From an optimization exercise on the open Yosys and OpenROAD flow, aimed at small area and a short achievable clock period; shortcuts taken in it are not production practice. Function was checked by simulation only, so behaviour that the tests miss may differ from the original. No driver is modelled on the clock port, so clock power and skew are understated where the tree is cut down; a real chip needs a root buffer or a tree. Power figures rest on the tool's default switching activity, not on a simulated workload.

== run A ==
==> flow/design.v <==
`timescale 1ns / 1ps
module cmp_l0(input a, input bn, output ng, output np);
    assign ng = ~(a & bn);
    assign np = ~(a | bn);
endmodule
module cmp_l1(input ngh, input nph, input ngl, input npl, output g, output p);
    assign g = ~(ngh & (nph | ngl));
    assign p = ~(nph | npl);
endmodule
module cmp_l2(input gh, input ph, input gl, input pl, output ng, output np);
    assign ng = ~(gh | (ph & gl));
    assign np = ~(ph & pl);
endmodule
module cmp_l3(input ngh, input nph, input ngl, input nforce, output sel);
    assign sel = ~(ngh & (nph | ngl) & nforce);
endmodule
module comparator2(
    input  [7:0] a,
    input  [7:0] bn,          
    input        nforce,      
    output       sel_a,       
    output       sel_b);
    wire [7:0] ng0, np0;
    wire [3:0] g1, p1;
    wire [1:0] ng2, np2;
    genvar i;
    generate
        for (i = 0; i < 8; i = i + 1) begin : l0_
            cmp_l0 u(.a(a[i]), .bn(bn[i]), .ng(ng0[i]), .np(np0[i]));
        end
        for (i = 0; i < 4; i = i + 1) begin : l1_
            cmp_l1 u(.ngh(ng0[2*i+1]), .nph(np0[2*i+1]), .ngl(ng0[2*i]), .npl(np0[2*i]),
                     .g(g1[i]), .p(p1[i]));
        end
        for (i = 0; i < 2; i = i + 1) begin : l2_
            cmp_l2 u(.gh(g1[2*i+1]), .ph(p1[2*i+1]), .gl(g1[2*i]), .pl(p1[2*i]),
                     .ng(ng2[i]), .np(np2[i]));
        end
    endgenerate
    cmp_l3 ua(.ngh(ng2[1]), .nph(np2[1]), .ngl(ng2[0]), .nforce(nforce), .sel(sel_a));
    cmp_l3 ub(.ngh(ng2[1]), .nph(np2[1]), .ngl(ng2[0]), .nforce(nforce), .sel(sel_b));
endmodule
`timescale 1ns / 1ps
module pooler(
    input         clk,
    input         ce,
    input         master_rst,
    input  [7:0]  data_in,
    output [7:0]  data_out,
    output        valid_op,
    output        end_op
    );
    localparam NP = 13;               
    reg        c0;                    
    reg [3:0]  pc;                    
    reg        r;                     
    reg [3:0]  band;                  
    reg        valid_q, end_q;
    reg        shift_q;               
    reg [7:0]  h;
    reg [7:0]  o;
    reg [7:0]  sr [0:NP-2];
    integer    i;
    wire       pc_last   = pc[3] & pc[2];
    wire       band_last = band[3] & band[2];
    wire       sel, sel_e;            
    comparator2 cmp(.a(data_in), .bn(~h), .nforce(c0 | r), .sel_a(sel), .sel_b(sel_e));
    wire       h_en = ce & (c0 | sel_e);
    wire [7:0] h_d  = c0 ? sr[NP-2] : data_in;
    always @(posedge clk) begin
        o <= sel ? data_in : h;
        if (h_en)
            h <= h_d;
        if (shift_q) begin
            for (i = NP-2; i > 0; i = i-1)
                sr[i] <= sr[i-1];
            sr[0] <= o;
        end
    end
    always @(posedge clk) begin
        if (master_rst) begin
            c0 <= 1'b0; pc <= 4'd0; r <= 1'b0; band <= 4'd0;
            valid_q <= 1'b0; end_q <= 1'b0; shift_q <= 1'b0;
        end else begin
            valid_q <= ce & r & c0;
            end_q   <= ce & r & c0 & pc_last & band_last;
            shift_q <= ce & c0;
            if (ce) begin
                c0 <= ~c0;
                if (c0) begin
                    pc <= pc_last ? 4'd0 : pc + 4'd1;
                    if (pc_last) begin
                        r <= ~r;
                        if (r)
                            band <= band_last ? 4'd0 : band + 4'd1;
                    end
                end
            end
        end
    end
    assign data_out = o;
    assign valid_op = valid_q;
    assign end_op   = end_q;
endmodule
export LEC_CHECK = 0
export ABC_AREA = 1
export CAP_MARGIN = 20
export CORE_MARGIN = 2
export CORE_UTILIZATION = 40
export SETUP_SLACK_MARGIN = 2.8
export SLEW_MARGIN = 20
export SYNTH_HIERARCHICAL = 1
create_clock -name core_clock -period 4.5 [get_ports {clk}]
standard.sh (not shown) runs the stock make flow with config.mk's settings and CLKGATE_MAP_FILE= SYNTH_SCRIPT=/design/flow/synth_recipe.tcl, a recipe that flattens the netlist after the stock synthesis.
==> flow/flow/run.sh <==
#!/bin/bash
# Own layout flow: the standard ORFS flow (standard synthesis,
# floorplan, power grid, taps, placement, routing unchanged), except
#  - port buffers of a plain buffer cell instead of a delay cell,
#  - resizing not restricted to the same cell footprint,
#  - the clock tree built by flow/cts.tcl instead of TritonCTS.
# Each tool's output goes to a log of its own in the work folder; ORFS also
# keeps each step's log under orfs/logs.
set -euo pipefail
KNOBS=(MATCH_CELL_FOOTPRINT=0 "BUFFER_PORTS_ARGS=-buffer_cell sky130_fd_sc_hd__buf_2")
bash standard.sh "${KNOBS[@]}" place > flow_place.log 2>&1
export PLATFORM_DIR=$FLOW_HOME/platforms/sky130hd
export RDIR=orfs/results/sky130hd/pooler/base
export DONT_USE="sky130_fd_sc_hd__probe_p_8 sky130_fd_sc_hd__probec_p_8 sky130_fd_sc_hd__lpflow_*"
export NLEAF=${NLEAF:-4} LEAFBUF=${LEAFBUF:-sky130_fd_sc_hd__clkbuf_16} ROOTBUF=${ROOTBUF:-sky130_fd_sc_hd__clkbuf_16}
export SETUP_MARGIN=${SETUP_MARGIN:-2.8}
openroad -no_init -exit flow/cts.tcl > flow_cts.log 2>&1
bash standard.sh "${KNOBS[@]}" finish > flow_finish.log 2>&1
Other scripts of this flow, unchanged in this note and not shown: flow/flow/cts.tcl
#### Input delta (run E over run A)
--- a/flow/design.v
+++ b/flow/design.v
@@ -56,22 +56,23 @@
     reg        r;                     
     reg [3:0]  band;                  
     reg        valid_q, end_q;
     reg        shift_q;               
-    reg [7:0]  h;
+    reg [7:0]  hn;                    
+    wire [7:0] h = ~hn;
     reg [7:0]  o;
     reg [7:0]  sr [0:NP-2];
     integer    i;
     wire       pc_last   = pc[3] & pc[2];
     wire       band_last = band[3] & band[2];
     wire       sel, sel_e;            
-    comparator2 cmp(.a(data_in), .bn(~h), .nforce(c0 | r), .sel_a(sel), .sel_b(sel_e));
+    comparator2 cmp(.a(data_in), .bn(hn), .nforce(c0 | r), .sel_a(sel), .sel_b(sel_e));
     wire       h_en = ce & (c0 | sel_e);
     wire [7:0] h_d  = c0 ? sr[NP-2] : data_in;
     always @(posedge clk) begin
         o <= sel ? data_in : h;
         if (h_en)
-            h <= h_d;
+            hn <= ~h_d;
         if (shift_q) begin
             for (i = NP-2; i > 0; i = i-1)
                 sr[i] <= sr[i-1];
             sr[0] <= o;
- Summary of run E over run A: power in combinational cells dropped about 20%; total via count in the routed design dropped 100; average detailed-routed wire length per instance climbed about 0.6%; synthesized cell count dropped about 9%.
- Cmp run A and run E / maximum vdd drop / higher: run E
- In run E the met3 routing resource usage after global routing turned out 0.26 points higher than in run A.
- Run E ended up with a lower core area than run A did.
- Relative to run A, run E improves final cell area excluding filler cells.
- Run comparison: run E critical path's slowest cell sky130_fd_sc_hd__dfxtp_4; run A critical path's slowest cell sky130_fd_sc_hd__dfxtp_2
In every run of this note, the design's own scripts or RTL, not TritonCTS, make the clock network.

## oak
Starts from the design.v that is shown in full above.
==> flow/config.mk <==
export PLATFORM = sky130hd
export DESIGN_NAME = pooler
export DESIGN_NICKNAME = pooler
export VERILOG_FILES = /design/flow/design.v
export SDC_FILE = /design/flow/constraint.sdc
export NUM_CORES = 4
export LEC_CHECK = 0
export CAP_MARGIN = 20
export CORE_MARGIN = 2
export CORE_UTILIZATION = 40
export SETUP_SLACK_MARGIN = 2.8
export SLEW_MARGIN = 20
export SYNTH_HIERARCHICAL = 1
==> flow/constraint.sdc <==
create_clock -name core_clock -period 4.5 [get_ports {clk}]
set_input_delay 0.9000 -clock core_clock [delete_from_list [all_inputs] [get_ports {clk}]]
set_output_delay 0.9000 -clock core_clock [all_outputs]
set_load 0.01 [all_outputs]
Scripts as last shown in full above: flow/flow/run.sh
Other scripts of this flow, unchanged in this note and not shown: flow/flow/cts.tcl
[inputs] pine vs oak
--- a/flow/design.v
+++ b/flow/design.v
@@ -51,50 +51,54 @@
     output        end_op
     );
     localparam NP = 13;               
     reg        c0;                    
     reg [3:0]  pc;                    
+    reg        pc_last;               
     reg        r;                     
     reg [3:0]  band;                  
+    reg        band_last;             
     reg        valid_q, end_q;
     reg        shift_q;               
     reg [7:0]  h;
     reg [7:0]  o;
     reg [7:0]  sr [0:NP-2];
     integer    i;
-    wire       pc_last   = pc[3] & pc[2];
-    wire       band_last = band[3] & band[2];
     wire       sel, sel_e;            
     comparator2 cmp(.a(data_in), .bn(~h), .nforce(c0 | r), .sel_a(sel), .sel_b(sel_e));
-    wire       h_en = ce & (c0 | sel_e);
-    wire [7:0] h_d  = c0 ? sr[NP-2] : data_in;
     always @(posedge clk) begin
         o <= sel ? data_in : h;
-        if (h_en)
-            h <= h_d;
+        if (ce && c0)
+            h <= sr[NP-2];
+        else if (ce && sel_e)
+            h <= data_in;
         if (shift_q) begin
             for (i = NP-2; i > 0; i = i-1)
                 sr[i] <= sr[i-1];
             sr[0] <= o;
         end
     end
     always @(posedge clk) begin
         if (master_rst) begin
-            c0 <= 1'b0; pc <= 4'd0; r <= 1'b0; band <= 4'd0;
+            c0 <= 1'b0; pc <= 4'd0; pc_last <= 1'b0; r <= 1'b0;
+            band <= 4'd0; band_last <= 1'b0;
             valid_q <= 1'b0; end_q <= 1'b0; shift_q <= 1'b0;
         end else begin
             valid_q <= ce & r & c0;
             end_q   <= ce & r & c0 & pc_last & band_last;
             shift_q <= ce & c0;
             if (ce) begin
                 c0 <= ~c0;
                 if (c0) begin
-                    pc <= pc_last ? 4'd0 : pc + 4'd1;
+                    pc      <= pc_last ? 4'd0 : pc + 4'd1;
+                    pc_last <= (pc == NP-2);
                     if (pc_last) begin
                         r <= ~r;
-                        if (r)
-                            band <= band_last ? 4'd0 : band + 4'd1;
+                        if (r) begin
+                            band      <= band_last ? 4'd0 : band + 4'd1;
+                            band_last <= (band == NP-2);
+                        end
                     end
                 end
             end
         end
     end
==> run notes <==
Against oak, setup slack at placement in pine came out worse.
Summary of pine over oak: multi-input gate share of total cell area has increased; fraction of power consumed by the clock network stayed essentially flat.
Per the comparison of pine with oak, worst voltage drop across the vdd grid -about 16%, share of the core filled with cells in the final layout up 0.26 points.
In pine, via count is higher than in oak.
Against oak, final area in pine rose slightly.
Compared with oak, pine shows a lower fmax.
No run of this note takes its clock network from TritonCTS; it comes from the design's own scripts or RTL.

what the ideal ports hide:
The flow's constraints put no driver on any port. The routed layouts listed below were extracted and timed again, unchanged, in two steps. Step 1 sets driving cells, clkbuf_16 on the clock port and buf_2 on the other inputs (assumed; they add their load-dependent delay and slew). Step 2 adds t to the input delays and takes it off the output delays; t is the mean of the earliest and latest rising clock arrival at the registers after step 1. Input paths then give back, and output paths get back, about the clock's delay inside the block. Slacks: ideal / step 1 / step 2; pairs: ideal / step 1.
run	shift t [ns]	setup slack, ns	worst data-port slew with drivers (ns)
run A	0.360	2.774 / 2.740 / 2.523	0.05
run E	0.361	2.776 / 2.742 / 2.530	0.05
oak	0.363	2.771 / 2.736 / 2.423	0.07
pine	0.364	2.766 / 2.731 / 2.420	0.06
After both steps setup and hold are still met in every run listed. The setup slack of oak, which loses most, moves by -0.035 ns with the drivers and by -0.348 ns with both steps.
